This is an optimization exercise on Yosys and OpenROAD, whose aim is small area and a short achievable clock period, not a production implementation. The RTL was checked by simulation tests, not by an equivalence proof against the original design.

File: run.sh
#!/bin/bash
# synth_recipe.tcl (not shown) runs the flow's synth.tcl, then flattens the netlist and writes it again
# the make line also repeats each setting of config.mk as NAME=value (left out here)
make -C /OpenROAD-flow-scripts/flow DESIGN_CONFIG=/design/flow/config.mk WORK_HOME=/design/flow/orfs CLKGATE_MAP_FILE= SYNTH_SCRIPT=/design/flow/synth_recipe.tcl finish
File: design.v
`timescale 1ns/1ns
module ParallelFIR(input wire       		clk,
				   input wire signed [7:0]  x,
				   output reg signed [17:0] y);
	reg signed [7:0] x1, x2, x3, x4, x5, x6, x7, x8, x9, x10,
					x11, x12, x13, x14, x15, x16, x17, x18, x19, x20, x21;
	wire signed [7:0] mem[0:20];
	assign mem[0] = -2;
	assign mem[1] = 2;
	assign mem[2] = 1;
	assign mem[3] = -10;
	assign mem[4] = -8;
	assign mem[5] = 22;
	assign mem[6] = 20;
	assign mem[7] = -43;
	assign mem[8] = -56;
	assign mem[9] = 50;
	assign mem[10] = 127;
	assign mem[11] = 50;
	assign mem[12] = -56;
	assign mem[13] = -43;
	assign mem[14] = 20;
	assign mem[15] = 22;
	assign mem[16] = -8;
	assign mem[17] = -10;
	assign mem[18] = 1;
	assign mem[19] = 2;
	assign mem[20] = -2;
	always @(posedge clk)
	begin
		x1 <= x;
		x2 <= x1;
		x3 <= x2;
		x4 <= x3;
		x5 <= x4;
		x6 <= x5;
		x7 <= x6;
		x8 <= x7;
		x9 <= x8;
		x10 <= x9;
		x11 <= x10;
		x12 <= x11;
		x13 <= x12;
		x14 <= x13;
		x15 <= x14;
		x16 <= x15;
		x17 <= x16;
		x18 <= x17;
		x19 <= x18;
		x20 <= x19;
		x21 <= x20;
		y <= x1 * mem[0] + x2 * mem[1] + x3 * mem[2] + x4 * mem[3] + x5 * mem[4] +
			 x6 * mem[5] + x7 * mem[6] + x8 * mem[7] + x9 * mem[8] + x10 * mem[9] +
			 x11 * mem[10] + x12 * mem[11] + x13 * mem[12] + x14 * mem[13] + x15 * mem[14] +
			 x16 * mem[15] + x17 * mem[16] + x18 * mem[17] + x19 * mem[18] + x20 * mem[19] +
			 x21 * mem[20];
	end
endmodule
File: constraint.sdc
create_clock -name core_clock -period 11.0 [get_ports {clk}]
set_input_delay 2.2000 -clock core_clock [delete_from_list [all_inputs] [get_ports {clk}]]
set_output_delay 2.2000 -clock core_clock [all_outputs]
set_load 0.01 [all_outputs]
File: config.mk
export PLATFORM = sky130hd
export DESIGN_NAME = ParallelFIR
export DESIGN_NICKNAME = ParallelFIR
export VERILOG_FILES = /design/flow/design.v
export SDC_FILE = /design/flow/constraint.sdc
export NUM_CORES = 4
export LEC_CHECK = 0
export CAP_MARGIN = 20
export CORE_MARGIN = 2
export CORE_UTILIZATION = 40
export SLEW_MARGIN = 20
==> insert_results.sql <==
INSERT INTO impl_metrics (metric_group, metric, value, unit) VALUES
('outcome', 'status', 'timing/DRC/antenna clean', ''),
('layout', 'syn2layout_area_growth', '8.22', '%'),
('global_route', 'initial_antenna_violation_count', '1', ''),
('cts', 'max-clock-path-buffers', '2', ''),
('worst_hold_path', 'worstHoldPathCells', '0', ''),
('cts', 'clk_transition_reported_paths', '0.09', 'ns'),
('global_route', 'maximum_number_of_pins_on_one_net_before_global_route_repair', '20', ''),
('worst_setup_path', 'worst_r2r_endpoint', 'y[17]$_DFF_P_', ''),
('cts', 'ctsRootBufferMaster', 'sky130_fd_sc_hd__clkbuf_16', ''),
('sta', 'layout_min_cycle_time', '9.95', 'ns'),
('worst_setup_path', 'required', '11.39', 'ns'),
('worst_setup_path', 'cp_num_buf_inv', '10', ''),
('sta', 'finalSetupViolations', '0', ''),
('die', 'ioPinCount', '27', ''),
('global_route', 'grt.total_usage', '0.194', ''),
('place', 'place.detailed.instances', '2651', ''),
('global_route', 'grt-ovfl-total', '0', ''),
('synthesis', 'ys_warnings', '1', ''),
('synthesis', 'postSynthRegisterBits', '186', ''),
('worst_setup_path', 'data_arrival_at_the_endpoint_of_the_critical_path', '10.34', 'ns'),
('cts', 'ctsHtreeMaxLevel', '4', ''),
('sta', 'hold_ws', '0.357', 'ns'),
('route', 'routed_wl_per_cell', '18.2', 'um'),
('place', 'port_buffers', '26', ''),
('sta', 'timing.slew.headroom', '0.280', ''),
('synthesis', 'mappedNetlistNets', '2672', ''),
('worst_hold_path', 'hold_end', 'x3[2]$_DFF_P_', ''),
('worst_setup_path', 'critical_path_class', 'reg -> reg', ''),
('die', 'core', '52600', 'um^2'),
('layout', 'layout.filler_cells', '4893', ''),
('die', 'die_area', '54900', 'um^2'),
('synthesis', 'synthesis.instances', '1934', ''),
('global_route', 'grt_pass1_wl', '77200', 'um'),
('worst_setup_path', 'worst_path_largest_cell_delay', '0.85', 'ns'),
('worst_setup_path', 'path_max_fanout', '5', ''),
('worst_setup_path', 'timing.critical_path.mode_cell', 'sky130_fd_sc_hd__inv_1', ''),
('global_route', 'first_global_vias', '13600', ''),
('worst_setup_path', 'r2r_setup_slack', '1.05', 'ns'),
('die', 'die_y', '234', 'um'),
('synthesis', 'synth_top_flop_cell', 'sky130_fd_sc_hd__dfxtp_1', ''),
('place', 'detailedPlace.worstSlack', '1.05', 'ns'),
('synthesis', 'synth-edff-count', '0', ''),
('worst_setup_path', 'r2r_start', 'x18[1]$_DFF_P_', ''),
('layout', 'final_std_cells_w_o_fill', '2685', ''),
('sta', 'fmax', '0.101', 'GHz'),
('die', 'rows', '84', ''),
('worst_setup_path', 'cp-end-kind', 'register', ''),
('cts', 'cts_resized', '0', ''),
('sta', 'setup-tns-final', '0', 'ns'),
('layout', 'fin_nets', '2720', ''),
('cts', 'numCtsBuffers', '17', ''),
('synthesis', 'yosysSeqAreaShare', '0.175', ''),
('sta', 'drv_slew', '0', ''),
('place', 'dpl.hpwl', '43900', 'um'),
('route', 'drc', '0', ''),
('route', 'drtIter0Drc', '610', ''),
('place', 'gp_routability_congestion', '0.932', ''),
('worst_setup_path', 'startpoint_type', 'register', ''),
('route', 'detail_route.first_pass.iterations', '6', ''),
('cts', 'tritoncts_clock_tree', 'built', ''),
('sta', 'hold_violations', '0', ''),
('cts', 'clock_insertion_delay_worst_skew', '0.50', 'ns'),
('synthesis', 'ys_async_sr_fraction', '0', ''),
('die', 'starting_density_of_the_core', '0.404', ''),
('sta', 'max_clock_skew', '0.0208', 'ns'),
('worst_hold_path', 'min-delay-start', 'x2[2]$_DFF_P_', ''),
('worst_hold_path', 'worstHoldPathType', 'reg -> reg', '');
==> per-layer routing <==
metal / part of all wire / global-route usage
met1: 0.44 / 0.254
met2: 0.48 / 0.319
met3: 0.039 / 0.0347
met4: 0.036 / 0.0794
met5: 0 / 0
==> stage by stage <==
| stage | instance area [um^2] | utilization |
|---|---|---|
| after floorplan | 21200 | - |
| after global placement | 22400 | 0.426 |
| after detailed placement | 22400 | 0.426 |
| after CTS | 23000 | 0.437 |
| after global routing | 23000 | 0.437 |
| final | 23000 | 0.437 |
==> cell usage in the layout (no fill, tap or decap), types with 3 or more instances in the layout <==
| cell | netlist | routed |
|---|---|---|
| sky130_fd_sc_hd__xnor2_1 | 121 | 121 |
| sky130_fd_sc_hd__inv_8 | 0 | 5 |
| sky130_fd_sc_hd__o21a_1 | 8 | 8 |
| sky130_fd_sc_hd__a21oi_1 | 51 | 51 |
| sky130_fd_sc_hd__mux2i_1 | 6 | 6 |
| sky130_fd_sc_hd__buf_4 | 0 | 3 |
| sky130_fd_sc_hd__o21ai_1 | 12 | 12 |
| sky130_fd_sc_hd__xor2_1 | 39 | 39 |
| sky130_fd_sc_hd__o21bai_1 | 21 | 21 |
| sky130_fd_sc_hd__or2_1 | 4 | 4 |
| sky130_fd_sc_hd__clkinvlp_4 | 0 | 3 |
| sky130_fd_sc_hd__inv_1 | 592 | 592 |
| sky130_fd_sc_hd__o21ai_0 | 12 | 12 |
| sky130_fd_sc_hd__nor2_1 | 31 | 31 |
| sky130_fd_sc_hd__a31oi_1 | 3 | 3 |
| sky130_fd_sc_hd__nand2_1 | 16 | 16 |
| sky130_fd_sc_hd__dfxtp_1 | 186 | 186 |
| sky130_fd_sc_hd__nand2b_1 | 9 | 9 |
| sky130_fd_sc_hd__clkdlybuf4s50_1 | 0 | 26 |
| sky130_fd_sc_hd__nand3_1 | 3 | 3 |
| sky130_fd_sc_hd__clkinv_8 | 0 | 3 |
| sky130_fd_sc_hd__clkbuf_16 | 0 | 17 |
| sky130_fd_sc_hd__fa_1 | 402 | 402 |
| sky130_fd_sc_hd__a21oi_2 | 3 | 3 |
| sky130_fd_sc_hd__mux2_2 | 4 | 4 |
| sky130_fd_sc_hd__ha_1 | 327 | 327 |
| sky130_fd_sc_hd__nor3_1 | 9 | 9 |
| sky130_fd_sc_hd__a21o_1 | 22 | 22 |
| sky130_fd_sc_hd__nor2b_1 | 15 | 15 |
==> registers in the layout, summed over array words and instances (netlist names) <==
signal,cells
x15,8
x6,8
x9,8
x16,8
x10,8
x7,8
x19,8
x13,8
x17,8
x20,8
x11,8
x1,8
x18,8
x12,8
x14,8
x5,8
x21,8
x8,8
x4,8
y,18
x2,8
x3,8
==> cell usage after synthesis, types with 6 or more instances <==
cell | count | area (um^2)
sky130_fd_sc_hd__a21o_1 | 22 | 165
sky130_fd_sc_hd__ha_1 | 327 | 4090
sky130_fd_sc_hd__nor3_1 | 9 | 45.0
sky130_fd_sc_hd__a21oi_1 | 51 | 255
sky130_fd_sc_hd__nand2b_1 | 9 | 56.3
sky130_fd_sc_hd__xnor2_1 | 121 | 1060
sky130_fd_sc_hd__o21bai_1 | 21 | 158
sky130_fd_sc_hd__fa_1 | 402 | 8050
sky130_fd_sc_hd__inv_1 | 592 | 2220
sky130_fd_sc_hd__nor2b_1 | 15 | 93.8
sky130_fd_sc_hd__nor2_1 | 31 | 116
sky130_fd_sc_hd__o21a_1 | 8 | 60.1
sky130_fd_sc_hd__o21ai_1 | 12 | 60.1
sky130_fd_sc_hd__o21ai_0 | 12 | 60.1
sky130_fd_sc_hd__nand2_1 | 16 | 60.1
sky130_fd_sc_hd__dfxtp_1 | 186 | 3720
sky130_fd_sc_hd__mux2i_1 | 6 | 60.1
sky130_fd_sc_hd__xor2_1 | 39 | 342
==> cells by family after synthesis <==
logic type	after synthesis	share of synthesized area
adder cells (fa/ha/maj)	729	0.572
buffers and inverters	595	0.105
flip-flops	186	0.175
XOR/XNOR	166	0.0723
AO/OA/AOI/OAI	142	0.0429
AND/OR/NAND/NOR	106	0.0272
multiplexers	10	0.00495
==> worst max-delay path by stage <==
stage                              start            end  depth (start not counted)
after floorplan           x12[2]$_DFF_P_  y[17]$_DFF_P_                         34
after global placement    x18[1]$_DFF_P_  y[17]$_DFF_P_                         38
after detailed placement  x18[1]$_DFF_P_  y[17]$_DFF_P_                         38
after CTS                 x18[1]$_DFF_P_  y[17]$_DFF_P_                         38
after global routing      x18[1]$_DFF_P_  y[17]$_DFF_P_                         38
final                     x18[1]$_DFF_P_  y[17]$_DFF_P_                         38
==> area by class of cell <==
cell class | instances | area, um^2 | share of cell area
Inverter | 595 | 2230 | 0.0973
Timing Repair Buffer | 29 | 283 | 0.0123
Clock inverter | 14 | 150 | 0.00654
Multi-Input combinational cell | 1153 | 15300 | 0.665
Tap cell | 688 | 861 | 0.0375
Sequential cell | 186 | 3720 | 0.162
Clock buffer | 18 | 439 | 0.0191
Antenna cell | 2 | 5.00 | 0.000218

==> separate check: timing with driven ports <==
The flow's constraints put no driver on any port. The routed layout listed below was extracted and timed again, unchanged, in two steps.
Step 1 assumes that a clkbuf_16 drives the clock port and a buf_2 every other input.
Step 2 also shifts input and output timing later by t, the mid clock arrival at the registers, as if the neighbouring blocks saw the same clock.
Three values: no drivers, after step 1, after step 2; two values: the first two.
t, ns: 0.543
setup WS [ns]: 1.051 / 1.051 / 1.051
worst setup path at the end: register to register
cell pins on the clock port's net: 1
After both steps this run still meets setup and hold. The setup slack of this run moves by 0.000 ns with the drivers and by 0.000 ns with both steps.
